Background: an optimization exercise with open tools, aiming at small area, a short achievable clock period and few clock cycles per item. Do not read the settings as production practice. In this exercise RTL edits were held to simulation tests only and were not proved equivalent to the original.

===== design.v =====
module AES_TI_core(Din0, Kin, Dout0, CLK, RSTn, Dvld, Kvld, BSY, EN, Drdy, Krdy);
  input [127:0] Din0, Kin;
  output [127:0] Dout0;
  input CLK, RSTn, Drdy, Krdy, EN;
  output Dvld, BSY, Kvld;
  reg Dvld, Kvld, BSY;
  reg [6:0] ph;        
  reg [3:0] rnd_no;    
  reg [31:0] RG00, RG01, RG02, RG03;
  reg [31:0] RG10, RG11, RG12, RG13;
  reg [31:0] RG20, RG21, RG22, RG23;
  reg [31:0] RG30, RG31, RG32, RG33;
  wire [31:0] WA0, WB0, WA1, WB1, WA2, WB2, WA3, WB3;
  xs_step2 x0 (.r0(RG00), .r1(RG01), .r3(RG03), .wa(WA0), .wb(WB0));
  xs_step2 x1 (.r0(RG10), .r1(RG11), .r3(RG13), .wa(WA1), .wb(WB1));
  xs_step2 x2 (.r0(RG20), .r1(RG21), .r3(RG23), .wa(WA2), .wb(WB2));
  xs_step2 x3 (.r0(RG30), .r1(RG31), .r3(RG33), .wa(WA3), .wb(WB3));
  wire [255:0] rnd = {WB3, WA3, WB2, WA2, WB1, WA1, WB0, WA0};
  always @(posedge CLK) begin
    if (RSTn==0) begin
      RG00 <= 32'd123456789; RG01 <= 32'd362436069; RG02 <= 32'd521288629; RG03 <= 32'd88675123;
      RG10 <= 32'd141592653; RG11 <= 32'd589793238; RG12 <= 32'd462433832; RG13 <= 32'd79502884;
      RG20 <= 32'd413213562; RG21 <= 32'd373095048; RG22 <= 32'd87242096; RG23 <= 32'd98078569;
      RG30 <= 32'h89a01b2f; RG31 <= 32'h9fe9cb91; RG32 <= 32'hd9e6ab64; RG33 <= 32'ha723cecf;
    end else begin
      RG00 <= RG02; RG01 <= RG03; RG02 <= WA0; RG03 <= WB0;
      RG10 <= RG12; RG11 <= RG13; RG12 <= WA1; RG13 <= WB1;
      RG20 <= RG22; RG21 <= RG23; RG22 <= WA2; RG23 <= WB2;
      RG30 <= RG32; RG31 <= RG33; RG32 <= WA3; RG33 <= WB3;
    end
  end
  wire idle_en = EN & ~BSY;
  wire kload = idle_en & Krdy;
  wire dload = idle_en & ~Krdy & Drdy;
  wire finish = ph[6] & (rnd_no == 4'd10);
  always @(posedge CLK) begin
    if (RSTn==0) begin
      BSY <= 1'b0; Dvld <= 1'b0; Kvld <= 1'b0; rnd_no <= 4'd1; ph <= 7'd0;
    end else begin
      Dvld <= finish;
      if (kload) Kvld <= 1'b1;
      if (dload) begin
        BSY <= 1'b1; Kvld <= 1'b0; rnd_no <= 4'd1; ph <= 7'd1;
      end else if (BSY) begin
        if (finish) begin
          BSY <= 1'b0; ph <= 7'd0;
        end else begin
          ph <= {ph[5:0], ph[6]};
        end
        if (ph[6]) rnd_no <= rnd_no + 4'd1;
      end
    end
  end
  reg [31:0] kr0, kr1, kr2, kr3;
  reg [7:0] rcon;
  always @(*) begin
    case (rnd_no)
      4'd1: rcon = 8'h01; 4'd2: rcon = 8'h02; 4'd3: rcon = 8'h04; 4'd4: rcon = 8'h08;
      4'd5: rcon = 8'h10; 4'd6: rcon = 8'h20; 4'd7: rcon = 8'h40; 4'd8: rcon = 8'h80;
      4'd9: rcon = 8'h1b; default: rcon = 8'h36;
    endcase
  end
  wire kupd = ph[3] | ph[4] | ph[5] | ph[6];
  reg [31:0] T;
  wire [31:0] newcol = kr0 ^ ((ph[3]) ? (T ^ {rcon, 24'd0}) : kr3);
  always @(posedge CLK) begin
    if (kload) begin
      kr0 <= Kin[127:96]; kr1 <= Kin[95:64]; kr2 <= Kin[63:32]; kr3 <= Kin[31:0];
    end else if (kupd) begin
      kr0 <= kr1; kr1 <= kr2; kr2 <= kr3; kr3 <= newcol;
    end
  end
  wire [7:0] ksin0 = ph[0] ? kr3[23:16] : kr3[7:0];
  wire [7:0] ksin1 = ph[0] ? kr3[15:8]  : kr3[31:24];
  wire [7:0] ksout0, ksout1;
  Sbox_plain_pipe ks0 (.CLK(CLK), .in0(ksin0), .out0(ksout0));
  Sbox_plain_pipe ks1 (.CLK(CLK), .in0(ksin1), .out0(ksout1));
  always @(posedge CLK) T <= {T[15:0], ksout0, ksout1};
  wire [127:0] S0, S1;
  wire [31:0] y0, y1;    
  genvar gi, gd;
  generate
    for (gi = 0; gi < 4; gi = gi + 1) begin : g_sb
      wire [7:0] a0 = ({8{ph[0]}} & S0[8*gi +: 8]) | ({8{ph[1]}} & S0[8*(4+gi) +: 8]) |
                      ({8{ph[2]}} & S0[8*(8+gi) +: 8]) | ({8{ph[3]}} & S0[8*(12+gi) +: 8]);
      wire [7:0] a1 = ({8{ph[0]}} & S1[8*gi +: 8]) | ({8{ph[1]}} & S1[8*(4+gi) +: 8]) |
                      ({8{ph[2]}} & S1[8*(8+gi) +: 8]) | ({8{ph[3]}} & S1[8*(12+gi) +: 8]);
      wire [31:0] o;
      Sbox_TI sb (.CLK(CLK), .in0(a0), .in1(a1), .r(rnd[64*gi +: 64]), .out(o));
      Sbox_out so (.in(o), .out0(y0[31-8*gi -: 8]), .out1(y1[31-8*gi -: 8]));
    end
  endgenerate
  wire last = (rnd_no == 4'd10);
  wire [31:0] mc0, mc1;
  MixCol mxa (.in0(y0), .out0(mc0));
  MixCol mxb (.in0(y1), .out0(mc1));
  wire [31:0] w1 = (last ? y1 : mc1) ^ newcol;
  wire [31:0] w0 = last ? (y0 ^ w1) : mc0;
  generate
    for (gd = 0; gd < 4; gd = gd + 1) begin : g_d
      for (gi = 0; gi < 4; gi = gi + 1) begin : g_i
        localparam integer Q = 4*gd + gi;              
        localparam integer C = (gd + gi) % 4;          
        localparam integer N = 4*C + gi;               
        wire [7:0] din_b = Din0[127-8*N -: 8];
        wire [7:0] key_b = (C == 0) ? kr0[31-8*gi -: 8] : (C == 1) ? kr1[31-8*gi -: 8] :
                           (C == 2) ? kr2[31-8*gi -: 8] : kr3[31-8*gi -: 8];
        wire [7:0] r_b = rnd[8*Q +: 8];
        wire we = ph[C + 3];
        reg [7:0] s0q, s1q;
        always @(posedge CLK) begin
          if (dload) begin
            s0q <= din_b ^ r_b;
            s1q <= r_b ^ key_b;
          end else if (we) begin
            s0q <= w0[31-8*gi -: 8];
            s1q <= w1[31-8*gi -: 8];
          end
        end
        assign S0[8*Q +: 8] = s0q;
        assign S1[8*Q +: 8] = s1q;
        assign Dout0[127-8*N -: 8] = s0q;
      end
    end
  endgenerate
endmodule  
module xs_step2 (r0, r1, r3, wa, wb);
  input [31:0] r0, r1, r3;
  output [31:0] wa, wb;
  wire [31:0] ta = r0 ^ (r0 << 11);
  wire [31:0] tb = r1 ^ (r1 << 11);
  assign wa = (r3 ^ (r3 >> 19)) ^ (ta ^ (ta >> 8));
  assign wb = (wa ^ (wa >> 19)) ^ (tb ^ (tb >> 8));
endmodule
module Sbox_TI (CLK, in0, in1, r, out);
  input CLK;
  input [7:0] in0, in1;
  input [63:0] r;
  output [31:0] out;
  reg [31:0] out;
  wire [7:0] t0, t1, o0, o1, o2, o3;
  iso isa (.in0(in0), .out0(t0));
  iso isb (.in0(in1), .out0(t1));
  inversion_TI inv (.in0(t0), .in1(t1), .out0(o0), .out1(o1), .out2(o2), .out3(o3), .r(r), .CLK(CLK));
  always @(posedge CLK) out <= {o0, o1, o2, o3};
endmodule
module Sbox_out (in, out0, out1);
  input [31:0] in;
  output [7:0] out0, out1;
  wire [7:0] a0, a1;
  affine_add af0 (.in0(in[31:24] ^ in[23:16]), .out0(a0));
  affine     af1 (.in0(in[15:8] ^ in[7:0]), .out0(a1));
  inviso iv0 (.in0(a0), .out0(out0));
  inviso iv1 (.in0(a1), .out0(out1));
endmodule
module MixCol (in0, out0);
  input [31:0] in0;
  output [31:0] out0;
  wire [7:0] a0 = in0[31:24], a1 = in0[23:16], a2 = in0[15:8], a3 = in0[7:0];
  wire [7:0] t = a0 ^ a1 ^ a2 ^ a3;
  function [7:0] xt(input [7:0] x);
    xt = {x[6:0], 1'b0} ^ (x[7] ? 8'h1b : 8'h00);
  endfunction
  assign out0[31:24] = a0 ^ t ^ xt(a0 ^ a1);
  assign out0[23:16] = a1 ^ t ^ xt(a1 ^ a2);
  assign out0[15:8]  = a2 ^ t ^ xt(a2 ^ a3);
  assign out0[7:0]   = a3 ^ t ^ xt(a3 ^ a0);
endmodule
module Sbox_plain_pipe (CLK, in0, out0);
  input CLK;
  input [7:0] in0;
  output [7:0] out0;
  wire [7:0] x;
  wire [3:0] p, sq;
  reg [3:0] c_r, hi_r, lo_r;
  wire [3:0] d, oh, ol;
  wire [7:0] af;
  iso is0 (.in0(in0), .out0(x));
  gf24mul mulc (.in0(x[3:0]), .in1(x[7:4]), .out0(p));
  SqSc sqc (.in0(x[3:0] ^ x[7:4]), .out0(sq));
  always @(posedge CLK) begin
    c_r <= p ^ sq; hi_r <= x[7:4]; lo_r <= x[3:0];
  end
  GF_INV_4 inv4 (.in0(c_r), .out0(d));
  gf24mul mulh (.in0(d), .in1(lo_r), .out0(oh));
  gf24mul mull (.in0(d), .in1(hi_r), .out0(ol));
  affine af1 (.in0({oh, ol}), .out0(af));
  inviso iv (.in0(af), .out0(out0));
endmodule
module inversion_TI (in0, in1, out0, out1, out2, out3, r, CLK);
  input [7:0] in0, in1;
  output [7:0] out0, out1, out2, out3;
  input [63:0] r;
  input CLK;
  reg [3:0] s0reg, s1reg, s2reg, s3reg, i0reg, i1reg, i2reg, i3reg, i4reg, i5reg, i6reg, i7reg,
            h00reg, h01reg, h10reg, h11reg, l00reg, l01reg, l10reg, l11reg;
  wire [3:0] s0, s1, s2, s3;
  Stage1 S1 (.in00(in0[3:0]), .in01(in1[3:0]), .in10(in0[7:4]), .in11(in1[7:4]),
             .out0(s0), .out1(s1), .out2(s2), .out3(s3), .r0(r[47:44]), .r1(r[43:40]), .r2(r[39:36]));
  wire [3:0] i0, i1, i2, i3, i4, i5, i6, i7;
  Stage2 S2 (.in0(s0reg), .in1(s1reg), .in2(s2reg), .in3(s3reg),
             .out0(i0), .out1(i1), .out2(i2), .out3(i3), .out4(i4), .out5(i5), .out6(i6), .out7(i7),
             .r0(r[35:32]), .r1(r[31:28]), .r2(r[27:24]), .r3(r[51:48]), .r4(r[55:52]), .r5(r[59:56]), .r6(r[63:60]));
  wire [3:0] t0, t1, t2, t3, u0, u1, u2, u3;
  Stage3 S3 (.inh0(h10reg), .inh1(h11reg), .inl0(l10reg), .inl1(l11reg),
             .in0(i0reg), .in1(i1reg), .in2(i2reg), .in3(i3reg),
             .in4(i4reg), .in5(i5reg), .in6(i6reg), .in7(i7reg),
             .out0(out0[7:4]), .out1(out1[7:4]), .out2(out2[7:4]), .out3(out3[7:4]),
             .out4(out0[3:0]), .out5(out1[3:0]), .out6(out2[3:0]), .out7(out3[3:0]),
             .r0(r[23:20]), .r1(r[19:16]), .r2(r[15:12]), .r3(r[11:8]), .r4(r[7:4]), .r5(r[3:0]));
  always @(posedge CLK) begin
    s0reg <= s0; s1reg <= s1; s2reg <= s2; s3reg <= s3;
    i0reg <= i0; i1reg <= i1; i2reg <= i2; i3reg <= i3; i4reg <= i4; i5reg <= i5; i6reg <= i6; i7reg <= i7;
    h00reg <= in0[7:4]; h01reg <= in1[7:4]; l00reg <= in0[3:0]; l01reg <= in1[3:0];
    h10reg <= h00reg; h11reg <= h01reg; l10reg <= l00reg; l11reg <= l01reg;
  end
endmodule  
module MixColumns (in0, out0, out1);
  input [31:0] in0;
  output [31:0] out0, out1;
  wire [7:0] a3, a2, a1, a0, b3, b2, b1, b0, c1, c0,
             w3, w2, w1, w0, v3, v2, v1, v0;
  assign {a3, a2, a1, a0} = in0;
  assign b3 = a3 ^ a2; assign b2 = a2 ^ a1;
  assign b1 = a1 ^ a0; assign b0 = a0 ^ a3;
  affine_bp1 beta0 (.in0(b0), .out0(v0));
  affine_bp1 beta1 (.in0(b1), .out0(v1));
  affine_bp1 beta2 (.in0(b2), .out0(v2));
  affine_bp1 beta3 (.in0(b3), .out0(v3));
  assign c0 = a0 ^ a1;
  assign c1 = a2 ^ a3;
  assign out0 = {a1^c1^v0, c0^a2^v3, c0^a3^v2, a0^c1^v1};
  assign out1 = {a3, a2, a1, a0};
endmodule  
module affine_add (in0, out0);
  input [7:0] in0;
  output [7:0] out0;
  assign out0[0] = in0[4]^in0[5]^in0[6];
  assign out0[1] = in0[1]^in0[3]^in0[5];
  assign out0[2] = in0[1]^in0[5]^in0[7];
  assign out0[3] = in0[1]^in0[4]^in0[6];
  assign out0[4] = in0[2]^in0[3]^in0[4]^in0[5]^in0[6];
  assign out0[5] = in0[1]^in0[6];
  assign out0[6] = in0[2]^in0[6];
  assign out0[7] = in0[0]^in0[3]^in0[5]^in0[7];
endmodule  
module affine (in0, out0);
  input [7:0] in0;
  output [7:0] out0;
  assign out0[0] = ~in0[4]^in0[5]^in0[6];
  assign out0[1] = in0[1]^in0[3]^in0[5];
  assign out0[2] = ~in0[1]^in0[5]^in0[7];
  assign out0[3] = ~in0[1]^in0[4]^in0[6];
  assign out0[4] = ~in0[2]^in0[3]^in0[4]^in0[5]^in0[6];
  assign out0[5] = in0[1]^in0[6];
  assign out0[6] = in0[2]^in0[6];
  assign out0[7] = in0[0]^in0[3]^in0[5]^in0[7];
endmodule  
module affine_bp1 (in0, out0);
  input [7:0] in0;
  output [7:0] out0;
  assign out0[0] = in0[1]^in0[3]^in0[5]^in0[6];
  assign out0[1] = in0[0]^in0[1]^in0[2]^in0[3]^in0[4]^in0[5]^in0[7];
  assign out0[2] = in0[1]^in0[2]^in0[4];
  assign out0[3] = in0[0]^in0[1]^in0[3]^in0[5];
  assign out0[4] = in0[1]^in0[2]^in0[6];
  assign out0[5] = in0[0]^in0[1]^in0[3]^in0[7];
  assign out0[6] = in0[0]^in0[4]^in0[7];
  assign out0[7] = in0[1]^in0[5]^in0[6]^in0[7];
endmodule  
module Stage3 (inh0, inh1, inl0, inl1, in0, in1, in2, in3, in4, in5, in6, in7,
               out0, out1, out2, out3, out4, out5, out6, out7, r0, r1, r2, r3, r4, r5);
  input [3:0] inh0, inh1, inl0, inl1,
              in0, in1, in2, in3, in4, in5, in6, in7;
  output [3:0] out0, out1, out2, out3, out4, out5, out6, out7;
  input [3:0] r0, r1, r2, r3, r4, r5;
  wire [3:0] a0, a1, z0, z1, z2, z3, z4, z5, z6, z7;
  assign a0 = in0 ^ in2 ^ in4 ^ in6;
  assign a1 = in1 ^ in3 ^ in5 ^ in7;
  wire [1:0] ff0, ff1;
  wire f0, f1, h0, l0, h1, l1;
  assign ff0 = a0[3:2] ^ a0[1:0];
  assign f0 = ^ff0;
  assign {h0, l0} = {a0[3]^a0[2], a0[1]^a0[0]};
  assign ff1 = a1[3:2] ^ a1[1:0];
  assign f1 = ^ff1;
  assign {h1, l1} = {a1[3]^a1[2], a1[1]^a1[0]};
  gf24mul_factoring mulf0 (.in0(inl0), .in1(a0), .ff(ff0), .f(f0), .h(h0), .l(l0), .out0(z0));
  gf24mul_factoring mulf1 (.in0(inl0), .in1(a1), .ff(ff1), .f(f1), .h(h1), .l(l1), .out0(z1));
  gf24mul_factoring mulf2 (.in0(inl1), .in1(a0), .ff(ff0), .f(f0), .h(h0), .l(l0), .out0(z2));
  gf24mul_factoring mulf3 (.in0(inl1), .in1(a1), .ff(ff1), .f(f1), .h(h1), .l(l1), .out0(z3));
  gf24mul_factoring mulf4 (.in0(inh0), .in1(a0), .ff(ff0), .f(f0), .h(h0), .l(l0), .out0(z4));
  gf24mul_factoring mulf5 (.in0(inh0), .in1(a1), .ff(ff1), .f(f1), .h(h1), .l(l1), .out0(z5));
  gf24mul_factoring mulf6 (.in0(inh1), .in1(a0), .ff(ff0), .f(f0), .h(h0), .l(l0), .out0(z6));
  gf24mul_factoring mulf7 (.in0(inh1), .in1(a1), .ff(ff1), .f(f1), .h(h1), .l(l1), .out0(z7));
  assign out0 = z0 ^ r0;
  assign out1 = z1 ^ r1;
  assign out2 = z2 ^ r2;
  assign out3 = z3 ^ r0 ^ r1 ^ r2;
  assign out4 = z4 ^ r3;
  assign out5 = z5 ^ r4;
  assign out6 = z6 ^ r5;
  assign out7 = z7 ^ r3 ^ r4 ^ r5;
endmodule  
module gf24mul_factoring (in0, in1, ff, f, h, l, out0);
  input [3:0] in0, in1;
  output [3:0] out0;
  input [1:0] ff;
  input f, h, l;
  wire [1:0] a0, a1, p0, p1, p2, b0;
  assign a1 = ff;
  assign a0 = in0[3:2] ^ in0[1:0];
  gf22mul_scl_factoring mulf0 (.in0(a0), .in1(a1), .f(f), .out0(p2));
  gf22mul_factoring mulf1 (.in0(in0[3:2]), .in1(in1[3:2]), .f(h), .out0(p1));
  gf22mul_factoring mulf2 (.in0(in0[1:0]), .in1(in1[1:0]), .f(l), .out0(p0));
  assign out0 = {p1^p2, p0^p2};
endmodule  
module gf22mul_scl_factoring (in0, in1, f, out0);
  input [1:0] in0, in1;
  input f;
  output [1:0] out0;
  wire a0, a1, p0, p1, p2;
  assign {a1, a0} = {f, ^in0};
  assign {p2, p1, p0} = {~(a1&a0), ~(in1&in0)};
  assign out0 = {p2^p0, p1^p0};
endmodule  
module gf22mul_factoring (in0, in1, f, out0);
  input [1:0] in0, in1;
  input f;
  output [1:0] out0;
  wire a0, a1, p0, p1, p2;
  assign {a1, a0} = {f, ^in0};
  assign {p2, p1, p0} = {~(a1&a0), ~(in1&in0)};
  assign out0 = {p2^p1, p2^p0};
endmodule  
module Stage2 (in0, in1, in2, in3,
               out0, out1, out2, out3, out4, out5, out6, out7,
               r0, r1, r2, r3, r4, r5, r6);
  input [3:0] in0, in1, in2, in3;
  output [3:0] out0, out1, out2, out3, out4, out5, out6, out7;
  input [3:0] r0, r1, r2;
  input [3:0] r3, r4, r5, r6;
  wire a0, a1, a2, a3, b0, b1, b2, b3;
  wire aa02, aa03, aa12, aa13;
  wire ab02, ab03, ab12, ab13;
  wire ba02, ba03, ba12, ba13;
  wire bb02, bb03, bb12, bb13;
  wire aba013, aba123;
  wire abb012, abb013;
  wire baa012, baa013;
  wire bab013, bab123;
  wire aab123, bba123;
  wire [3:0] z000, z001, z010, z011, z100, z101, z110, z111;
  assign {a3, a2, a1, a0} = in0 ^ in1;
  assign {b3, b2, b1, b0} = in2 ^ in3;
  assign aa02 = a0 & a2;  assign ab02 = a0 & b2;  assign ba02 = b0 & a2;  assign bb02 = b0 & b2;
  assign aa03 = a0 & a3;  assign ab03 = a0 & b3;  assign ba03 = b0 & a3;  assign bb03 = b0 & b3;
  assign aa12 = a1 & a2;  assign ab12 = a1 & b2;  assign ba12 = b1 & a2;  assign bb12 = b1 & b2;
  assign aa13 = a1 & a3;  assign ab13 = a1 & b3;  assign ba13 = b1 & a3;  assign bb13 = b1 & b3;
    assign aab123 = ab13&a2;
    assign aba013 = aa03&b1;   assign aba123 = aa13&b2;
  assign abb012 = bb12&a0; assign abb013 = ab03&b1;  
  assign baa012 = aa12&b0; assign baa013 = ba03&a1;  
    assign bab013 = bb03&a1;   assign bab123 = bb13&a2;
    assign bba123 = ba13&b2;
  assign z000 = {aa12|a0, aa13|a0, aa03|a2, aa13|a2};
  assign z001 = {ab12&(~a0), ab13&(~a0), ab03&(~a2), ab13&(~a2)^ab03};
  assign z010 = {b1&(~aa02^b3), aba013^ba12^aa02, a3&(~ab02^a1), aba123^ab02};
  assign z011 = {abb012^ba13, abb013^ab02^bb12, b3&(ab02^a1), b2&(ab13^b0)^bb03};
  assign z100 = {baa012^ab13, baa013^ba02^aa12, a3&(ba02^b1), a2&(ba13^a0)^aa03};
  assign z101 = {a1&(~bb02^a3), bab013^ab12^bb02, b3&(~ba02^b1), bab123^ba02};
  assign z110 = {ba12&(~b0), ba13&(~b0), ba03&(~b2), ba13&(~b2)^ba03};
  assign z111 = {bb12|b0, bb13|b0, bb03|b2, bb13|b2};
  assign out0 = z000 ^ r0;
  assign out1 = z001 ^ r1;
  assign out2 = z010 ^ r2;
  assign out3 = z011 ^ r3;
  assign out4 = z100 ^ r4;
  assign out5 = z101 ^ r5;
  assign out6 = z110 ^ r6;
  assign out7 = z111 ^ r0 ^ r1 ^ r2 ^ r3 ^ r4 ^ r5 ^ r6;
endmodule  
module Stage1 (in00, in01, in10, in11, out0, out1, out2, out3, r0, r1, r2);
  input [3:0] in00, in01, in10, in11;  
  output [3:0] out0, out1, out2, out3;
  input [3:0] r0, r1, r2;  
  wire [3:0] p0, p1, p2, p3, s0, s1;
  gf24mul mul0 (.in0(in00), .in1(in10), .out0(p0));
  gf24mul mul1 (.in0(in00), .in1(in11), .out0(p1));
  gf24mul mul2 (.in0(in01), .in1(in10), .out0(p2));
  gf24mul mul3 (.in0(in01), .in1(in11), .out0(p3));
  SqSc SqSc0 (.in0(in00^in10), .out0(s0));
  SqSc SqSc1 (.in0(in01^in11), .out0(s1));
  assign out0 = p0 ^ r0 ^ s0;
  assign out1 = p1 ^ r1;
  assign out2 = p2 ^ (r0 ^ r1 ^ r2);
  assign out3 = p3 ^ s1 ^ r2;
endmodule  
module SqSc (in0, out0);
  input [3:0] in0;
  output [3:0] out0;
  wire [1:0] a, a2, b;
  assign a = in0[3:2] ^ in0[1:0];
  assign a2 = {a[0], a[1]};
  assign b = {in0[1]^in0[0], in0[0]};
  assign out0 = {a2, b};
endmodule  
module gf28mul (in0, in1, out0);
  input [7:0] in0, in1;
  output [7:0] out0;
  wire [3:0] a1, a0, p2, p1, p0, s0;
  assign a1 = in1[7:4] ^ in1[3:0];
  assign a0 = in0[7:4] ^ in0[3:0];
  gf24mul mul0 (.in0(a1), .in1(a0), .out0(p2));
  gf24mul mul1 (.in0(in0[7:4]), .in1(in1[7:4]), .out0(p1));
  gf24mul mul2 (.in0(in0[3:0]), .in1(in1[3:0]), .out0(p0));
  Scaler Sc (.in0(p2), .out0(s0));
  assign out0 = {p1^s0, p0^s0};
endmodule
module Scaler (in0, out0);
  input [3:0] in0;
  output [3:0] out0;
  wire [1:0] a, a2, b;
  assign a = in0[3:2] ^ in0[1:0];
  assign b = {in0[0], in0[1] ^ in0[0]} ^ in0[3:2];
  assign out0 = {a, b};
endmodule  
module gf24mul (in0, in1, out0);
  input [3:0] in0, in1;
  output [3:0] out0;
  wire [1:0] a0, a1, p0, p1, p2;
  assign a1 = in1[3:2] ^ in1[1:0];
  assign a0 = in0[3:2] ^ in0[1:0];
  gf22mul_scaling mul0 (.in0(a1), .in1(a0), .out0(p2));
  gf22mul mul1 (.in0(in0[3:2]), .in1(in1[3:2]), .out0(p1));
  gf22mul mul2 (.in0(in0[1:0]), .in1(in1[1:0]), .out0(p0));
  assign out0 = {p1^p2, p0^p2};
endmodule  
module gf22mul_scaling (in0, in1, out0);
  input [1:0] in0, in1;
  output [1:0] out0;
  wire a0, a1, p0, p1, p2;
  assign {a1, a0} = {^in1, ^in0};
  assign {p2, p1, p0} = {~(a1&a0), ~(in1&in0)};
  assign out0 = {p2^p0, p1^p0};
endmodule  
module gf22mul (in0, in1, out0);
  input [1:0] in0, in1;
  output [1:0] out0;
  wire a0, a1, p0, p1, p2;
  assign {a1, a0} = {^in1, ^in0};
  assign {p2, p1, p0} = {~(a1&a0), ~(in1&in0)};
  assign out0 = {p2^p1, p2^p0};
endmodule  
module iso (in0, out0);
  input [7:0] in0;
  output [7:0] out0;
  assign out0[0] = in0[4]^in0[5];
  assign out0[1] = in0[1]^in0[3]^in0[4]^in0[6];
  assign out0[2] = in0[0]^in0[1]^in0[2]^in0[5]^in0[7];
  assign out0[3] = in0[4]^in0[5]^in0[7];
  assign out0[4] = in0[0]^in0[3];
  assign out0[5] = in0[1]^in0[4]^in0[5]^in0[7];
  assign out0[6] = in0[4]^in0[5]^in0[6]^in0[7];
  assign out0[7] = in0[0]^in0[4]^in0[5];
endmodule  
module inviso (in0, out0);
  input [7:0] in0;
  output [7:0] out0;
  assign out0[0] = in0[0]^in0[7];
  assign out0[1] = in0[3]^in0[5];
  assign out0[2] = in0[1]^in0[2]^in0[4]^in0[6];
  assign out0[3] = in0[0]^in0[4]^in0[7];
  assign out0[4] = in0[0]^in0[1]^in0[4]^in0[5]^in0[6]^in0[7];
  assign out0[5] = in0[1]^in0[4]^in0[5]^in0[6]^in0[7];
  assign out0[6] = in0[3]^in0[6];
  assign out0[7] = in0[0]^in0[3];
endmodule  
module GF_INV_8 (in0, out0);
  input [7:0] in0;
  output [7:0] out0;
  wire [3:0] hi, lo, p, sq, c, d, oh, ol;
  assign hi = in0[7:4];
  assign lo = in0[3:0];
  gf24mul mulc (.in0(lo), .in1(hi), .out0(p));
  SqSc sqc (.in0(lo ^ hi), .out0(sq));
  assign c = p ^ sq;
  GF_INV_4 inv4 (.in0(c), .out0(d));
  gf24mul mulh (.in0(d), .in1(lo), .out0(oh));
  gf24mul mull (.in0(d), .in1(hi), .out0(ol));
  assign out0 = {oh, ol};
endmodule  
module GF_INV_4 (in0, out0);
  input [3:0] in0;
  output reg [3:0] out0;
  always @(*) begin
    case (in0)
      4'h0: out0 = 4'h0;  4'h1: out0 = 4'hc;  4'h2: out0 = 4'h8;  4'h3: out0 = 4'h4;
      4'h4: out0 = 4'h3;  4'h5: out0 = 4'ha;  4'h6: out0 = 4'h7;  4'h7: out0 = 4'h6;
      4'h8: out0 = 4'h2;  4'h9: out0 = 4'hd;  4'ha: out0 = 4'h5;  4'hb: out0 = 4'he;
      4'hc: out0 = 4'h1;  4'hd: out0 = 4'h9;  4'he: out0 = 4'hb;  default: out0 = 4'hf;
    endcase
  end
endmodule  

===== run.sh =====
#!/bin/bash
# synth_recipe.tcl (not shown) runs the flow's synth.tcl, then flattens the netlist and writes it again
# the make line also repeats each setting of config.mk as NAME=value (left out here)
make -C /OpenROAD-flow-scripts/flow DESIGN_CONFIG=/design/flow/config.mk WORK_HOME=/design/flow/orfs CLKGATE_MAP_FILE= SYNTH_SCRIPT=/design/flow/synth_recipe.tcl finish

===== config.mk =====
export PLATFORM = sky130hd
export DESIGN_NAME = AES_TI_core
export DESIGN_NICKNAME = AES_TI_core
export VERILOG_FILES = /design/flow/design.v
export SDC_FILE = /design/flow/constraint.sdc
export NUM_CORES = 4
export LEC_CHECK = 0
export CAP_MARGIN = 20
export CORE_MARGIN = 2
export CORE_UTILIZATION = 40
export SLEW_MARGIN = 20

===== constraint.sdc =====
create_clock -name core_clock -period 6.0 [get_ports {CLK}]
set_input_delay 1.2000 -clock core_clock [delete_from_list [all_inputs] [get_ports {CLK}]]
set_output_delay 1.2000 -clock core_clock [all_outputs]
set_load 0.01 [all_outputs]

==> results of run 1 <==
-- layout by cell type (no fill, tap or decap), types with 10 or more instances in the layout --
cell             instances
a211oi_1                15
a21o_1                  11
a21oi_1                277
a221oi_1                10
a22o_1                  29
a22oi_1                216
and2_1                 229
and3_1                  13
buf_4                  184
bufinv_16               11
clkbuf_1                37
clkbuf_16              164
clkbuf_8                26
clkdlybuf4s50_1        390
clkinv_2                29
dfxtp_1               1034
edfxtp_1               384
ha_1                    54
inv_1                   37
mux2_2                 157
mux2i_1                 65
nand2_1                421
nand2b_1               187
nand3_1                 25
nand3b_1                12
nor2_1                 382
nor2b_1                 28
nor3_1                  46
o211ai_1                17
o21ai_0                466
o21ai_1                 10
o22ai_1                 24
or2_2                   18
or3_1                   10
xnor2_1               2000
xnor2_2                 93
xnor3_1                 45
xnor3_2                 10
xor2_1                 708
-- per-stage QoR --
stage | setup slack (ns) | util
after floorplan | 0.655 | -
after detailed placement | 1.66 | 0.444
after global routing | 1.47 | 0.473
final | 1.62 | 0.473
after CTS | 1.72 | 0.473
after global placement | 1.69 | 0.444
-- cells by family (layout without fill, tap and decap cells) --
logic type | Yosys count | after routing | synth area share
fa+ha+maj | 54 | 54 | 0.00879
xor+xnor | 2880 | 2880 | 0.346
flops | 1422 | 1422 | 0.420
other cells | 0 | 7 | 0
compound gates | 1124 | 1124 | 0.0876
mux | 225 | 225 | 0.0321
buf+inv | 334 | 918 | 0.0182
simple gates | 1397 | 1397 | 0.0868
-- final timing paths --
kind,slack [ns],cells past startpoint,end
setup / recovery,1.62,8,g_d[2].g_i[2].s0q[0]
hold / removal,0.32,0,g_sb[2].sb.inv.l10reg[2]
setup reg to reg,1.62,8,g_d[2].g_i[2].s0q[0]
hold reg to reg,0.32,0,g_sb[2].sb.inv.l10reg[2]
-- area by class of cell --
type	instances	area [µm²]
diodes	7	17.5
clock buffers	227	4600
clock inverters	67	841
fillers	17700	100000
inverters	38	145
multi-input cells	5680	43600
flip-flops and latches	1422	32300
well taps	2511	3140
repair buffers	586	5480
-- routing by layer --
| layer | GRT usage | up-vias | part of all wire |
|---|---|---|---|
| met4 | 0.184 | 4 | 0.074 |
| met5 | 0 | - | 0.000091 |
| met1 | 0.345 | 27100 | 0.39 |
| met3 | 0.0433 | 625 | 0.059 |
| met2 | 0.474 | 2133 | 0.47 |
| li1 | - | 25600 | - |
-- worst reg2reg max path, delay by kind of cell, from the launching register on --
family / cells / cell delay (ns)
AO/OA/AOI/OAI: 2 / 1.18
flip-flops: 1 / 0.31
XOR/XNOR: 6 / 2.59
==> run summary, run 1 <==
The run finished with no timing, DRC or antenna violations. The number of nets still failing antenna checks after routing came out at 0. The iteration-0 DRC count of the detailed router came out at 5412.

The clock latency on the worst-skew pair came out at 0.85 ns. The setup path with the least slack is of type register to register. The setup TNS came out at 0 ns.

The count of buffers inserted at the top-level ports came out at 391.

The total of endpoints with negative setup slack in the final report came out at 0. The TritonCTS buffer count came out at 157. The total DRC errors in the routed layout came out at 0. The tree built by TritonCTS fans out to 1422 sinks. Measured against its own limit, the worst slew margin works out to 0.164.

The worst hold path begins at g_sb[2].sb.inv.l00reg[2]. The primary flip-flop cell chosen by synthesis mapping is dfxtp_1. The signal on the critical path passes through xnor2_1, xnor3_1, xnor2_2, xnor2_1, xnor2_2, xnor2_1, o211ai_1, o21ai_0.

Setup repair after global routing left no endpoint under its margin. The longest clock path from root to sink contains 3 buffers. The number of gates given a new drive strength after cts came out at 0. The register area share after synthesis came out at 0.420. The most common cell in the synthesized netlist is xnor2_1.

The area of the die is 196000 µm². The final net count came out at 8200. The length of the first detailed-routing pass in iterations is 6. STA classifies the critical path startpoint as a register.

By count the netlist is led by xnor2_1, dfxtp_1, xor2_1. The final worst-path cycle share is 0.729. The element type at the critical path end is a register. The number of unique standard cell types used by synthesis came out at 78. The mean instance size in the synthesized netlist came out at 10.3 µm². The synthesized netlist cell count came out at 7436. The worst hold-check path type is register to register. The cell area after placement is 84700 µm². TritonCTS built the clock tree. The startpoint identified for the worst register-to-register timing path is g_sb[0].sb.out[21]. The largest driver fanout on the critical path is 5. The die is 442 µm tall. The top cell type's share of synthesized area is 0.270. The transition at the pin with the smallest max-transition slack came out at 1.25 ns. The estimated wirelength of the detail-placed design is 224000 µm. The synthesized flop and latch total is 1422. The first global-routing pass estimated 401000 µm of wire. The minimum hold slack is 0.318 ns. The count of pins over their slew limit was 0.

The signed area change from the synthesized netlist to the final layout came out at 17.3%. The dominant delay contributor by cell family on the critical path is XOR/XNOR gates. In this run the worst setup path begins at g_sb[0].sb.out[21]. Hold repair after CTS inserted 0 buffers. Ranked by total cell area, the synthesized netlist is headed by dfxtp_1, xnor2_1, edfxtp_1.

The count of flip-flops with a built-in enable after synthesis is 384. The largest registers in the layout are g_d.g_i.s0q x128, g_d.g_i.s1q x128, g_sb.sb.out x128. The largest total area in the synthesized netlist belongs to dfxtp_1.

The number of nets produced by synthesis came out at 7751. The maximum clock frequency came out at 229 MHz. The global router's overall resource usage came out at 0.285.

The total routed wirelength came out at 286000 µm. For this configuration, the core starts out at a cell density of 0.403. The final worst clock skew is 0.0314 ns. The area of the core came out at 191000 µm². The fraction of final layout cells sized beyond drive strength 1 is 0.0986. In this run the clock root is driven by a clkbuf_16. In this run the horizontal extent of the chip is 442 µm. After detailed routing, the average wire length per cell comes to 27.2 µm. The number of core rows came out at 160. The number of primary I/O pins came out at 392. The number of global-route vias before repair was 54300.

The total instance count after detailed placement came out at 10200. The count of vias placed by the detailed router is 55500. The async set-reset flop share out of synthesis is 0. The most numerous cell type found on the critical path is xnor2_1. The number of buffers added for setup after CTS came out at 0. The slowest stage of the critical path is the o211ai_1 cell. At the worst endpoint, the arrival time is 4.90 ns.

Summing every instance area after synthesis gives 76900 µm². After detailed routing, the number of vias per cell comes to 5.27. The total count of hold-check failures in the final report is 0. The number of warnings issued by yosys is 6. The depth of the CTS H-tree is 4. The total global routing overflow came out at 0.

The maximum number of pins on one net before global-route repair came out at 202. The clock period could shrink to 4.38 ns. The post-route standard cell area excluding fillers is 90200 µm². The clock input transition at the sequential cells of the worst setup and hold paths is 0.06 ns.

The critical path's largest stage delay came out at 0.95 ns. The filler-free cell count of the finished design came out at 10500. The number of antenna violations at the first check in global routing is 18. The number of violations of the max-capacitance limit is 0.

The critical path contains buffers and inverters numbering 0 combined. The last weighted congestion value of the routability-driven placer is 0.991. The critical path required time is 6.52 ns.
Testbench counts, summed over its fixed seeds: cycles 13,824, items 192.
==> run 2: changes to the inputs <==
--- a/config.mk
+++ b/config.mk
@@ -10,2 +10,5 @@
 export CORE_UTILIZATION = 40
+export CTS_BUF_LIST = sky130_fd_sc_hd__clkbuf_4
+export CTS_CLUSTER_SIZE = 24
+export SETUP_SLACK_MARGIN = 2.5
 export SLEW_MARGIN = 20
==> run summary, run 2 <==
The maximum number of pins on one net before global-route repair came out at 211 (was 202). The number of core rows came out at 160 (unchanged). The async set-reset flop share out of synthesis came to 0 (unchanged). The global-route met3 utilization is 0.0491 (was 0.0433).

Unrepaired setup endpoints after global routing: yes (was no). The die span in x came out at 442 µm (unchanged). The total instance count after detailed placement is 10200 (about the same). The largest driver fanout on the critical path came out at 4 (was 5).

Leading cell types in the layout, fill and taps excluded: xnor2_1, dfxtp_1, xor2_1 (unchanged). The number of nets still failing antenna checks after routing came out at 0 (unchanged). The total global routing overflow came out at 0 (unchanged). The estimated wirelength of the detail-placed design came out at 221000 µm (was 224000 µm). The count of flip-flops with a built-in enable after synthesis came out at 384 (unchanged). The worst hold-check path type is input port to register (was register to register). The synthesized flop and latch total is 1422 (unchanged). The register area share after synthesis was 0.420 (unchanged).

The most heavily used metal layer in global routing is met2 (unchanged). The cell taking the most area after synthesis was dfxtp_1 (unchanged). The number of buffers on the longest clock path came to 4 (was 3). The primary flip-flop cell chosen by synthesis mapping is dfxtp_1 (unchanged). The TritonCTS buffer count came out at 392 (was 157). The total routed wirelength is 291000 µm (was 286000 µm). The slack of the worst reg-to-reg path is 2.47 ns (was 1.62 ns). The count of buffers inserted at the top-level ports was 391 (unchanged). The post-placement worst setup slack is 1.52 ns (was 1.66 ns). The fraction of final layout cells sized beyond drive strength 1 came out at 0.167 (was 0.0986).

The slack of the critical path came out at 2.47 ns (was 1.62 ns). The critical path required time came out at 7.07 ns (was 6.52 ns). The setup TNS came out at 0 ns (unchanged). The clock latency on the worst-skew pair came to 1.41 ns (was 0.85 ns). The global-route wire length before repair came out at 408000 µm (was 401000 µm). The top cell type's share of synthesized area is 0.270 (unchanged). The number of unique standard cell types used by synthesis came out at 78 (unchanged). The final net count is 8563 (was 8200). The signed area change from the synthesized netlist to the final layout is 19.7% (was 17.3%). Synth top area cells: dfxtp_1, xnor2_1, edfxtp_1 (unchanged). The met1 capacity usage during global routing came out at 0.340 (was 0.345). The count of vias placed by the detailed router was 57400 (was 55500). The count of pins over their slew limit is 0 (unchanged). The element type at the critical path end is a register (unchanged). The initial core utilization came out at 0.403 (unchanged). The global-route met2 utilization came out at 0.479 (was 0.474). The mean routed wirelength per cell is 26.4 µm (was 27.2 µm).

The transition at the pin with the smallest max-transition slack came out at 1.24 ns (was 1.25 ns). The number of global-route vias before repair is 56500 (was 54300). The data arrival time of the critical path is 4.59 ns (was 4.90 ns). The end-of-flow core utilization is 0.483 (was 0.473).

The number of primary I/O pins came out at 392 (unchanged). The mean instance size in the synthesized netlist came out at 10.3 µm² (unchanged). The total of endpoints with negative setup slack in the final report came out at 0 (unchanged). The combined area of all synthesized cells came out at 76900 µm² (unchanged).

Largest registers: g_d.g_i.s0q x128, g_d.g_i.s1q x128, g_sb.sb.out x128 (unchanged). The clock tree root buffer cell was clkbuf_4 (was clkbuf_16). The final worst-path cycle share came out at 0.588 (was 0.729). The synthesized netlist cell count is 7436 (unchanged). The minimum clock period after layout is 3.53 ns (was 4.38 ns). Most numerous cell types in the synthesized netlist: xnor2_1, dfxtp_1, xor2_1 (unchanged). The number of antenna violations at the first check in global routing was 12 (was 18). The final worst clock skew came out at 0.137 ns (was 0.0314 ns). The class of the most critical setup path is register to register (unchanged). The via density per instance came out at 5.20 (was 5.27). The last weighted congestion value of the routability-driven placer is 0.982 (was 0.991). The launching element type of the critical path is a register (unchanged). The die outline height is 442 µm (unchanged). The total clock sinks came out at 1422 (unchanged).

The depth of the CTS H-tree came to 5 (was 4). The area of the die came out at 196000 µm² (unchanged). The clock input transition at the sequential cells of the worst setup and hold paths is 0.07 ns (was 0.06 ns). The number of violations of the max-capacitance limit came out at 0 (unchanged). Outcome: timing/DRC/antenna clean (unchanged).

The maximum clock frequency is 284 MHz (was 229 MHz). The global router's overall resource usage came out at 0.289 (was 0.285). The filler-free cell count of the finished design came out at 11000 (was 10500).

The length of the first detailed-routing pass in iterations came out at 6 (unchanged). The total count of hold-check failures in the final report is 0 (unchanged). The most common cell in the synthesized netlist is xnor2_1 (unchanged). The clock tree from TritonCTS is yes (unchanged). The area of the core came out at 191000 µm² (unchanged). The iteration-0 DRC count of the detailed router came out at 5386 (was 5412). The number of warnings issued by yosys came to 6 (unchanged). The total DRC errors in the routed layout came to 0 (unchanged). The most common library cell in the layout ignoring fill and taps is xnor2_1 (unchanged). The tightest slew margin relative to the limit came to 0.167 (was 0.164). The number of nets produced by synthesis came out at 7751 (unchanged).
==> run 2: cell count changes in the layout (fill, tap and decap cells not counted), moves of 26 or more <==
cell | previous run | this run
clkinv_1 | 2 | 65
dlygate4sd2_1 | 0 | 112
xnor2_4 | 4 | 33
xnor2_2 | 93 | 126
clkbuf_16 | 164 | 2
clkbuf_1 | 37 | 0
clkbuf_4 | 2 | 570
clkbuf_8 | 26 | 0
clkdlybuf4s50_1 | 390 | 259
xor2_1 | 708 | 681
xnor2_1 | 2000 | 1938
buf_4 | 184 | 289
==> run 2: cells by family after synthesis <==
| logic type | Yosys count | synth area share |
|---|---|---|
| and+or+nand+nor | 1397 | 0.0868 |
| adders and majority gates | 54 | 0.00879 |
| AOI/OAI and AO/OA | 1124 | 0.0876 |
| buffers and inverters | 334 | 0.0182 |
| DFF | 1422 | 0.420 |
| muxes | 225 | 0.0321 |
| xor gates and xnor gates | 2880 | 0.346 |
==> run 2: final cells by class <==
class | count | area [µm²]
fillers | 17900 | 98500
multi-input cells | 5680 | 45100
flip-flops and latches | 1422 | 32300
repair buffers | 714 | 6590
clock buffers | 570 | 4280
well taps | 2511 | 3140
clock inverters | 96 | 445
inverters | 38 | 145
diodes | 9 | 22.5
==> run 2: what timing repair did <==
| item | in CTS | in global routing |
|---|---|---|
| pin swaps | 8 | 27 |
| hold buffers | 0 | 0 |
| endpoints found under the setup margin | 371 | 174 |
| buffers inserted | 68 | 55 |
| gates resized for setup | 282 | 112 |
| cloned | 0 | 2 |
==> run 2: worst max-delay path, stage by stage (launching register included) <==
cell     delay [ns]
dfxtp_1        0.37
xor2_1         0.16
buf_4          0.19
xnor3_1        0.56
xor2_1         0.55
xnor3_1        0.50
mux2i_2        0.38
xnor2_1        0.11
nor2_1         0.28
a21oi_1        0.09
==> run 2: per-layer routing <==
layer / share of wire / vias to the layer above
li1: - / 26500
met3: 0.065 / 735
met4: 0.076 / 4
met5: 0.000093 / -
met1: 0.38 / 27800
met2: 0.47 / 2390
==> run 2: final timing paths <==
path | startpoint | end | depth (start not counted)
max reg2reg | g_sb[1].sb.out[12] | g_d[3].g_i[0].s1q[3] | 9
min | RSTn | rnd_no[0] | 2
max | g_sb[1].sb.out[12] | g_d[3].g_i[0].s1q[3] | 9
min reg2reg | g_sb[3].sb.inv.h01reg[0] | g_sb[3].sb.inv.h11reg[0] | 0
==> run 2: through the flow <==
step	instance area [µm²]	hold WS [ns]
after floorplan	76900	0.310
after global placement	84600	0.313
after detailed placement	84700	0.312
after CTS	90700	0.0362
after global routing	92000	0.100
final	92000	0.192
==> run 3: changes to the inputs <==
--- a/design.v
+++ b/design.v
@@ -88,3 +88,6 @@
       wire [31:0] o;
-      Sbox_TI sb (.CLK(CLK), .in0(a0), .in1(a1), .r(rnd[64*gi +: 64]), .out(o));
+      wire [31:0] wa = rnd[64*gi +: 32];
+      wire [31:0] wb = rnd[64*gi+32 +: 32];
+      wire [63:0] rsb = {wa[27:12], wa[31:28], wb[7:0], wa[11:0], wb[31:8]};
+      Sbox_TI sb (.CLK(CLK), .in0(a0), .in1(a1), .r(rsb), .out(o));
       Sbox_out so (.in(o), .out0(y0[31-8*gi -: 8]), .out1(y1[31-8*gi -: 8]));
@@ -111,9 +114,8 @@
         always @(posedge CLK) begin
-          if (dload) begin
-            s0q <= din_b ^ r_b;
-            s1q <= r_b ^ key_b;
-          end else if (we) begin
-            s0q <= w0[31-8*gi -: 8];
-            s1q <= w1[31-8*gi -: 8];
-          end
+          if (dload) s0q <= din_b ^ r_b;
+          else if (we) s0q <= w0[31-8*gi -: 8];
+        end
+        always @(posedge CLK) begin
+          if (~BSY) s1q <= r_b ^ key_b;
+          else if (we) s1q <= w1[31-8*gi -: 8];
         end
==> flow/run.sh (new file) <==
#!/bin/bash
set -o pipefail
cp standard.sh standard_sh_copy.log
export BUFFER_PORTS_ARGS="-buffer_cell sky130_fd_sc_hd__buf_2"
export SKIP_GATE_CLONING=1
bash standard.sh > standard.log 2>&1
==> standard.sh (new file) <==
#!/bin/bash
# synth_recipe.tcl (not shown) runs the flow's synth.tcl, then flattens the netlist and writes it again
# the make line also repeats each setting of config.mk as NAME=value (left out here)
make -C /OpenROAD-flow-scripts/flow DESIGN_CONFIG=/design/flow/config.mk WORK_HOME=/design/flow/orfs CLKGATE_MAP_FILE= SYNTH_SCRIPT=/design/flow/synth_recipe.tcl "${@:-finish}"
removed: run.sh
==> run summary, run 3 <==
The total count of hold-check failures in the final report came out at 0 (unchanged). The synthesized netlist cell count came to 7441 (was 7436). The worst min-delay path startpoint was Kin[110] (was RSTn). The share of cell area taken by muxes after synthesis is 0.0321 (about the same). The mean instance size in the synthesized netlist is 10.4 µm² (was 10.3 µm²).

The final net count is 8615 (was 8563). The worst hold-check path type is input port to register (unchanged). The most heavily used metal layer in global routing is met2 (unchanged). The global-route met3 utilization came out at 0.0535 (was 0.0491).

The adder and majority cell fraction of the synthesized area came out at 0.00897 (was 0.00879). The count of vias placed by the detailed router came out at 58100 (was 57400). The largest family of logic cells by synthesized area was XOR/XNOR gates (unchanged). The cell seen most often among critical-path stages is ha_1. The fraction of synthesized cell area in xor and xnor cells is 0.352 (was 0.346). The tightest slew margin relative to the limit was 0.145 (was 0.167). The last weighted congestion value of the routability-driven placer came to 1.01 (was 0.982). The mean routed wirelength per cell came out at 27.1 µm (was 26.4 µm). The most common cell in the synthesized netlist is xnor2_1 (unchanged). The total DRC errors in the routed layout is 0 (unchanged).

Outcome: timing/DRC/antenna clean (unchanged). The data arrival time of the critical path is 4.81 ns (was 4.59 ns). The iteration-0 DRC count of the detailed router came out at 4985 (was 5386).

The global router's overall resource usage came out at 0.295 (was 0.289). The top cell type's share of synthesized area is 0.268 (was 0.270). The total of endpoints with negative setup slack in the final report is 0 (unchanged).

The number of unique standard cell types used by synthesis was 86 (was 78). The minimum hold slack came out at 0.0991 ns (was 0.192 ns). The final worst clock skew is 0.190 ns (was 0.137 ns). The number of nets produced by synthesis is 7756 (was 7751). The start point of the critical path was kr3[1] (was g_sb[1].sb.out[12]). The fraction of final layout cells sized beyond drive strength 1 came to 0.216 (was 0.167). The critical path required time is 7.28 ns (was 7.07 ns).

The length of the first detailed-routing pass in iterations came out at 5 (was 6). The number of violations of the max-capacitance limit came out at 0 (unchanged). The slowest stage cell on the critical path is edfxtp_1 (was xnor3_1). The dominant delay contributor by cell family on the critical path is XOR/XNOR gates (unchanged). The total buffers and inverters traversed by the critical path is 2 (was 1).

The count of pins over their slew limit came out at 0 (unchanged). The die span in x is 444 µm (was 442 µm). The total global routing overflow is 0 (unchanged). The number of antenna violations at the first check in global routing is 14 (was 12). The count of buffers inserted at the top-level ports came to 391 (unchanged). The post-synthesis simple-gate area fraction is 0.0837 (was 0.0868).

The maximum clock frequency is 283 MHz (was 284 MHz). The maximum number of pins on one net before global-route repair came out at 199 (was 211). The critical path's largest stage delay is 0.56 ns (about the same).

The synthesized flop and latch total was 1422 (unchanged). The initial core utilization is 0.403 (about the same). The met1 capacity usage during global routing came out at 0.340 (about the same). The die outline height came to 444 µm (was 442 µm). The final worst-path cycle share came out at 0.590 (was 0.588). The via density per instance came out at 5.21 (was 5.20). The clock input transition at the sequential cells of the worst setup and hold paths is 0.07 ns (about the same). The clock tree root buffer cell is clkbuf_4 (unchanged).

The signed area change from the synthesized netlist to the final layout came out at 17.9% (was 19.7%). The total routed wirelength came out at 302000 µm (was 291000 µm). The area of the die is 197000 µm² (was 196000 µm²). The slack of the critical path came out at 2.46 ns (was 2.47 ns). The largest driver fanout on the critical path came out at 6 (was 4).

The number of buffers on the longest clock path came out at 4 (unchanged). The global-route met2 utilization is 0.489 (was 0.479). The setup TNS is 0 ns (unchanged). Synth top area cells: dfxtp_1, xnor2_1, edfxtp_1 (unchanged). The depth of the CTS H-tree came to 5 (unchanged). The area of the core came to 193000 µm² (was 191000 µm²). The minimum clock period after layout is 3.54 ns (was 3.53 ns). The element type at the critical path end was a register (unchanged). The clock latency on the worst-skew pair is 1.48 ns (was 1.41 ns). The estimated wirelength of the detail-placed design came out at 226000 µm (was 221000 µm). The total instance count after detailed placement is 10300 (was 10200).

The fraction of the mapped netlist area in compound gates came to 0.0891 (was 0.0876). Largest registers: g_d.g_i.s0q x128, g_d.g_i.s1q x128, g_sb.sb.out x128 (unchanged). The cell taking the most area after synthesis is dfxtp_1 (unchanged).

Leading cell types in the layout, fill and taps excluded: xnor2_1, dfxtp_1, xor2_1 (unchanged). The number of nets still failing antenna checks after routing came out at 0 (unchanged). The async set-reset flop share out of synthesis was 0 (unchanged).

The class of the most critical setup path is register to register (unchanged). The number of global-route vias before repair came to 56600 (was 56500). The total clock sinks came out at 1422 (unchanged). The launching element type of the critical path is a register (unchanged). The count of flip-flops with a built-in enable after synthesis is 384 (unchanged). The number of warnings issued by yosys is 6 (unchanged). The number of core rows came out at 161 (was 160). Most numerous cell types in the synthesized netlist: xnor2_1, dfxtp_1, xor2_1 (unchanged). The filler-free cell count of the finished design came out at 11100 (was 11000). The clock tree from TritonCTS is yes (unchanged).

The global-route wire length before repair came out at 415000 µm (was 408000 µm). Unrepaired setup endpoints after global routing: yes (unchanged). The TritonCTS buffer count is 398 (was 392). Crit-path cells: mux2i_4, buf_6, xnor3_1, ha_1, xnor2_1, xnor3_2, xnor2_4, inv_1, ha_1, a221o_1, mux2i_1 (was xor2_1, buf_4, xnor3_1, xor2_1, xnor3_1, mux2i_2, xnor2_1, nor2_1, a21oi_1). The number of primary I/O pins came out at 392 (unchanged). The combined area of all synthesized cells is 77600 µm² (was 76900 µm²).

The primary flip-flop cell chosen by synthesis mapping is dfxtp_1 (unchanged). The launch instance of the worst register-to-register path is kr3[1] (was g_sb[1].sb.out[12]). The transition at the pin with the smallest max-transition slack came out at 1.28 ns (was 1.24 ns).

The register area share after synthesis came to 0.417 (was 0.420). The most common library cell in the layout ignoring fill and taps is xnor2_1 (unchanged). The post-placement worst setup slack is 1.72 ns (was 1.52 ns).
run 3: cell types whose count changed after synthesis, moves of 19 or more:
cell and delta:
nand2_1 +31, a21oi_1 -78, nor2_1 +19, xor2_1 +67, clkbuf_1 -43, and2_1 -24, a21boi_0 +86, o21ai_0 -42
xnor2_1 -54
run 3: cell type report:
class,count,area (µm²)
repair buffers,726,4970
fillers,18200,101000
flip-flops and latches,1422,32300
clock buffers,570,4280
clock inverters,128,722
inverters,52,209
multi-input cells,5700,45800
well taps,2526,3160
diodes,13,32.5
run 3: final timing paths:
kind / to / slack (ns) / depth (start not counted)
setup / recovery: ks0.mulh.in0[3] / 2.46 / 11
hold / removal: kr0[14] / 0.1 / 2
setup reg to reg: ks0.mulh.in0[3] / 2.46 / 11
hold reg to reg: g_sb[2].sb.inv.h11reg[3] / 0.26 / 0
run 3: repair_timing:
action	4_1_cts	5_1_grt
pin swaps	16	43
hold buffers	5	0
endpoints found under the setup margin	242	129
endpoints found under the hold margin	5	0
setup buffers	50	86
resized for setup	106	101
run 3: logic make-up after synthesis:
| logic type | after synthesis |
|---|---|
| adder cells (fa/ha/maj) | 56 |
| multiplexers | 223 |
| flip-flops | 1422 |
| AND/OR/NAND/NOR | 1391 |
| buffers and inverters | 319 |
| XOR/XNOR | 2923 |
| AO/OA/AOI/OAI | 1107 |
run 3: layer usage:
layer	up-vias	share of wire	wire length [µm]
li1	26600	-	-
met1	28100	0.37	113000
met2	2514	0.47	142000
met3	822	0.066	19800
met4	2	0.090	27300
met5	-	0.000033	10
run 3: metrics by stage:
step           instance area, µm²  utilization
3_3_place_gp                83500        0.433
2_1_floorplan               77600            -
3_5_place_dp                83600        0.434
6_report                    91500        0.475
5_1_grt                     91400        0.475
4_1_cts                     89900        0.467
Testbench counts of run 3, summed over its fixed seeds: cycles 13,824, items 192.
==> run 4: changes to the inputs <==
==> flow/run.sh (replaced) <==
#!/bin/bash
set -o pipefail
export BUFFER_PORTS_ARGS="-buffer_cell sky130_fd_sc_hd__buf_2"
export SKIP_GATE_CLONING=1
export CTS_ARGS="-sink_clustering_enable -repair_clock_nets -dont_use_dummy_load -buf_list sky130_fd_sc_hd__clkbuf_8 -sink_clustering_size 16 -sink_clustering_max_diameter 60"
bash standard.sh > standard.log 2>&1
--- a/config.mk
+++ b/config.mk
@@ -10,4 +10,2 @@
 export CORE_UTILIZATION = 40
-export CTS_BUF_LIST = sky130_fd_sc_hd__clkbuf_4
-export CTS_CLUSTER_SIZE = 24
 export SETUP_SLACK_MARGIN = 2.5
==> run summary, run 4 <==
The fill cell total of the finished layout came to 18200 (about the same). The total DRC errors in the routed layout is 0 (unchanged). The total global routing overflow is 0 (unchanged). The count of vias placed by the detailed router came to 56100 (was 58100). The class of the most critical setup path is register to register (unchanged). The total routed wirelength is 296000 µm (was 302000 µm). The top cell type's share of synthesized area came to 0.268 (unchanged). The count of pins over their slew limit came to 0 (unchanged). The maximum number of pins on one net before global-route repair is 199 (unchanged). The global-route wire length before repair came out at 409000 µm (was 415000 µm). The area of the die is 197000 µm² (unchanged). The clock tree from TritonCTS was yes (unchanged). The total clock sinks is 1422 (unchanged). The total area of sequential cells came out at 32300 µm² (unchanged).

Crit-path cells: buf_16, a22oi_1, nand2_2, xnor3_2, xnor2_2, ha_1, xnor2_1, xnor2_1, xnor2_1, xnor2_1 (was mux2i_4, buf_6, xnor3_1, ha_1, xnor2_1, xnor3_2, xnor2_4, inv_1, ha_1, a221o_1, mux2i_1). The synthesized netlist cell count was 7441 (unchanged). The estimated wirelength of the detail-placed design is 226000 µm (unchanged). The number of global-route vias before repair came out at 54000 (was 56600).

The transition at the pin with the smallest max-transition slack came out at 1.27 ns (was 1.28 ns). The most common cell in the synthesized netlist is xnor2_1 (unchanged). The element type at the critical path end is a register (unchanged). The mean routed wirelength per cell was 27.9 µm (was 27.1 µm). The routed length on met3 came out at 17700 µm (was 19800 µm). The total length of routed met2 wires came out at 139000 µm (was 142000 µm).

The depth of the CTS H-tree came out at 4 (was 5). The async set-reset flop share out of synthesis is 0 (unchanged). The number of warnings issued by yosys came out at 6 (unchanged). The slack of the critical path was 2.36 ns (was 2.46 ns). The signed area change from the synthesized netlist to the final layout came out at 13.9% (was 17.9%). Leading cell types in the layout, fill and taps excluded: xnor2_1, dfxtp_1, xor2_1 (unchanged). The fraction of final layout cells sized beyond drive strength 1 came out at 0.176 (was 0.216). The combined area of all synthesized cells was 77600 µm² (unchanged). The cell seen most often among critical-path stages is xnor2_1 (was ha_1). Outcome: timing/DRC/antenna clean (unchanged).

Synth top area cells: dfxtp_1, xnor2_1, edfxtp_1 (unchanged). The via density per instance came out at 5.30 (was 5.21). The number of unique standard cell types used by synthesis is 86 (unchanged). The die span in x was 444 µm (unchanged).

The number of violations of the max-capacitance limit is 0 (unchanged). The number of nets still failing antenna checks after routing is 0 (unchanged). Largest registers: g_d.g_i.s0q x128, g_d.g_i.s1q x128, g_sb.sb.out x128 (unchanged). The maximum clock frequency is 275 MHz (was 283 MHz).

The setup TNS came out at 0 ns (unchanged). The TritonCTS buffer count is 135 (was 398). The initial core utilization came out at 0.403 (unchanged).

The slowest stage cell on the critical path is xnor3_2 (was edfxtp_1). The die outline height came out at 444 µm (unchanged). The worst hold-check path type is register to register (was input port to register). The clock latency on the worst-skew pair came out at 0.98 ns (was 1.48 ns). The area taken by multi-input logic gates came out at 45800 µm² (about the same). The count of flip-flops with a built-in enable after synthesis is 384 (unchanged). The number of core rows came out at 161 (unchanged). The count of buffers inserted at the top-level ports is 391 (unchanged). The total count of hold-check failures in the final report is 0 (unchanged). The clock input transition at the sequential cells of the worst setup and hold paths came out at 0.09 ns (was 0.07 ns). The minimum clock period after layout is 3.64 ns (was 3.54 ns). The number of buffers on the longest clock path was 3 (was 4). The final worst clock skew came out at 0.165 ns (was 0.190 ns). The synthesized flop and latch total is 1422 (unchanged). The final worst-path cycle share is 0.606 (was 0.590). The number of antenna violations at the first check in global routing came out at 10 (was 14). The clock tree root buffer cell is clkbuf_8 (was clkbuf_4). The largest driver fanout on the critical path came out at 42 (was 6). The last weighted congestion value of the routability-driven placer came out at 1.01 (unchanged).

Unrepaired setup endpoints after global routing: yes (unchanged). The post-placement worst setup slack came out at 1.72 ns (unchanged). The register area share after synthesis came out at 0.417 (unchanged). The number of primary I/O pins was 392 (unchanged).

The top routing layer in use is met4 (was met5). The number of nets produced by synthesis is 7756 (unchanged). The cell taking the most area after synthesis is dfxtp_1 (unchanged). The data arrival time of the critical path is 4.47 ns (was 4.81 ns). The path depth of the worst reg2reg path is 10 (was 11). The iteration-0 DRC count of the detailed router was 4989 (was 4985). The number of cells on the worst hold path came to 0 (was 2). The area of the core is 193000 µm² (unchanged). The total of endpoints with negative setup slack in the final report is 0 (unchanged). The primary flip-flop cell chosen by synthesis mapping is dfxtp_1 (unchanged). The length of the first detailed-routing pass in iterations is 6 (was 5). The critical path required time is 6.84 ns (was 7.28 ns). The critical path's largest stage delay was 0.55 ns (was 0.56 ns). The tightest slew margin relative to the limit came out at 0.153 (was 0.145).

The wire length the detailed router placed on met1 is 113000 µm (about the same). The launching element type of the critical path is a register (unchanged). Most numerous cell types in the synthesized netlist: xnor2_1, dfxtp_1, xor2_1 (unchanged).

The mean instance size in the synthesized netlist is 10.4 µm² (unchanged). The most common library cell in the layout ignoring fill and taps is xnor2_1 (unchanged). The global router's overall resource usage is 0.292 (was 0.295). The final net count came out at 8367 (was 8615).
run 4: cell counts after synthesis:
Identical to the previous run, type by type.
run 4: area by class of cell:
| cell class | count | area share |
|---|---|---|
| Multi-Input combinational cell | 5700 | 0.519 |
| Sequential cell | 1422 | 0.366 |
| Timing Repair Buffer | 741 | 0.0560 |
| Tap cell | 2526 | 0.0358 |
| Clock buffer | 135 | 0.0210 |
| Inverter | 52 | 0.00232 |
| Antenna cell | 10 | 0.000283 |
run 4: final timing paths:
check             slack [ns]                       end                     start
hold / removal          0.30  g_sb[2].sb.inv.h11reg[3]  g_sb[2].sb.inv.h01reg[3]
hold reg to reg         0.30  g_sb[2].sb.inv.h11reg[3]  g_sb[2].sb.inv.h01reg[3]
setup / recovery        2.36   g_sb[0].sb.inv.s0reg[3]                     ph[3]
setup reg to reg        2.36   g_sb[0].sb.inv.s0reg[3]                     ph[3]
run 4: routing by layer:
metal	up-vias	GRT usage
li1	25700	-
met1	27400	0.346
met2	2199	0.485
met3	705	0.0407
met4	0	0.208
met5	-	0
run 4: timing repair:
action,in CTS,in global routing
setup buffers,55,101
pin swaps,13,53
setup endpoints to repair,249,158
endpoints found under the hold margin,0,0
gates resized for setup,113,99
hold buffers,0,0
run 4: metrics by stage:
step / instances / hold slack (ns) / utilization / cell area [µm²]
2_1_floorplan: 7441 / 0.310 / - / 77600
3_3_place_gp: 10300 / 0.313 / 0.433 / 83500
3_5_place_dp: 10300 / 0.312 / 0.434 / 83600
4_1_cts: 10500 / 0.295 / 0.451 / 86800
5_1_grt: 10600 / 0.287 / 0.459 / 88300
6_report: 10600 / 0.299 / 0.459 / 88300
run 4: kinds of logic (layout without fill, tap and decap cells):
group | Yosys count | in the layout | synth area share
XOR/XNOR | 2923 | 2923 | 0.352
buffers and inverters | 319 | 928 | 0.0176
other | 0 | 10 | 0
AND/OR/NAND/NOR | 1391 | 1391 | 0.0837
multiplexers | 223 | 223 | 0.0321
adder cells (fa/ha/maj) | 56 | 56 | 0.00897
flip-flops | 1422 | 1422 | 0.417
AO/OA/AOI/OAI | 1107 | 1107 | 0.0891
run 4: worst max-delay path: cells and delay by family (launching register included):
| family | cells | cell delay, ns |
|---|---|---|
| buf+inv | 1 | 0.20 |
| flops | 1 | 0.43 |
| simple gates | 1 | 0.21 |
| compound gates | 1 | 0.47 |
| xor+xnor | 6 | 1.70 |
| fa+ha+maj | 1 | 0.32 |

[afterwards: timing with drivers on the ports]
Ports are ideal in the flow. The routed layouts listed here were re-timed in OpenROAD.
Step 1, drivers: a clkbuf_16 drives CLK and a buf_2 each remaining input, both assumed.
Step 2, shift: input delay + t, output delay - t, t = (earliest + latest rising clock arrival at the registers) / 2. This alone moves slack from input paths to output paths.
Slacks: no drivers / after step 1 / after step 2; pairs: no drivers / after step 1.
| run | t (ns) | setup WS [ns] | latest minus earliest clock arrival (ns) | worst slew at a driven data input, ns | cell pins on the clock port's net |
|---|---|---|---|---|---|
| run 1 | 0.920 | 1.625 / 1.625 / 1.603 | 0.042 / 0.042 | 0.12 | 1 |
| run 2 | 1.420 | 2.474 / 2.474 / 1.448 | 0.160 / 0.160 | 0.06 | 1 |
| run 3 | 1.471 | 2.463 / 2.463 / 1.995 | 0.197 / 0.196 | 0.14 | 1 |
| run 4 | 0.986 | 2.365 / 2.365 / 1.971 | 0.165 / 0.165 | 0.11 | 1 |
After both steps every run listed still meets setup and hold. For run 2, which loses most, drivers alone change the setup slack by 0.000 ns; drivers and shift together by -1.026 ns.
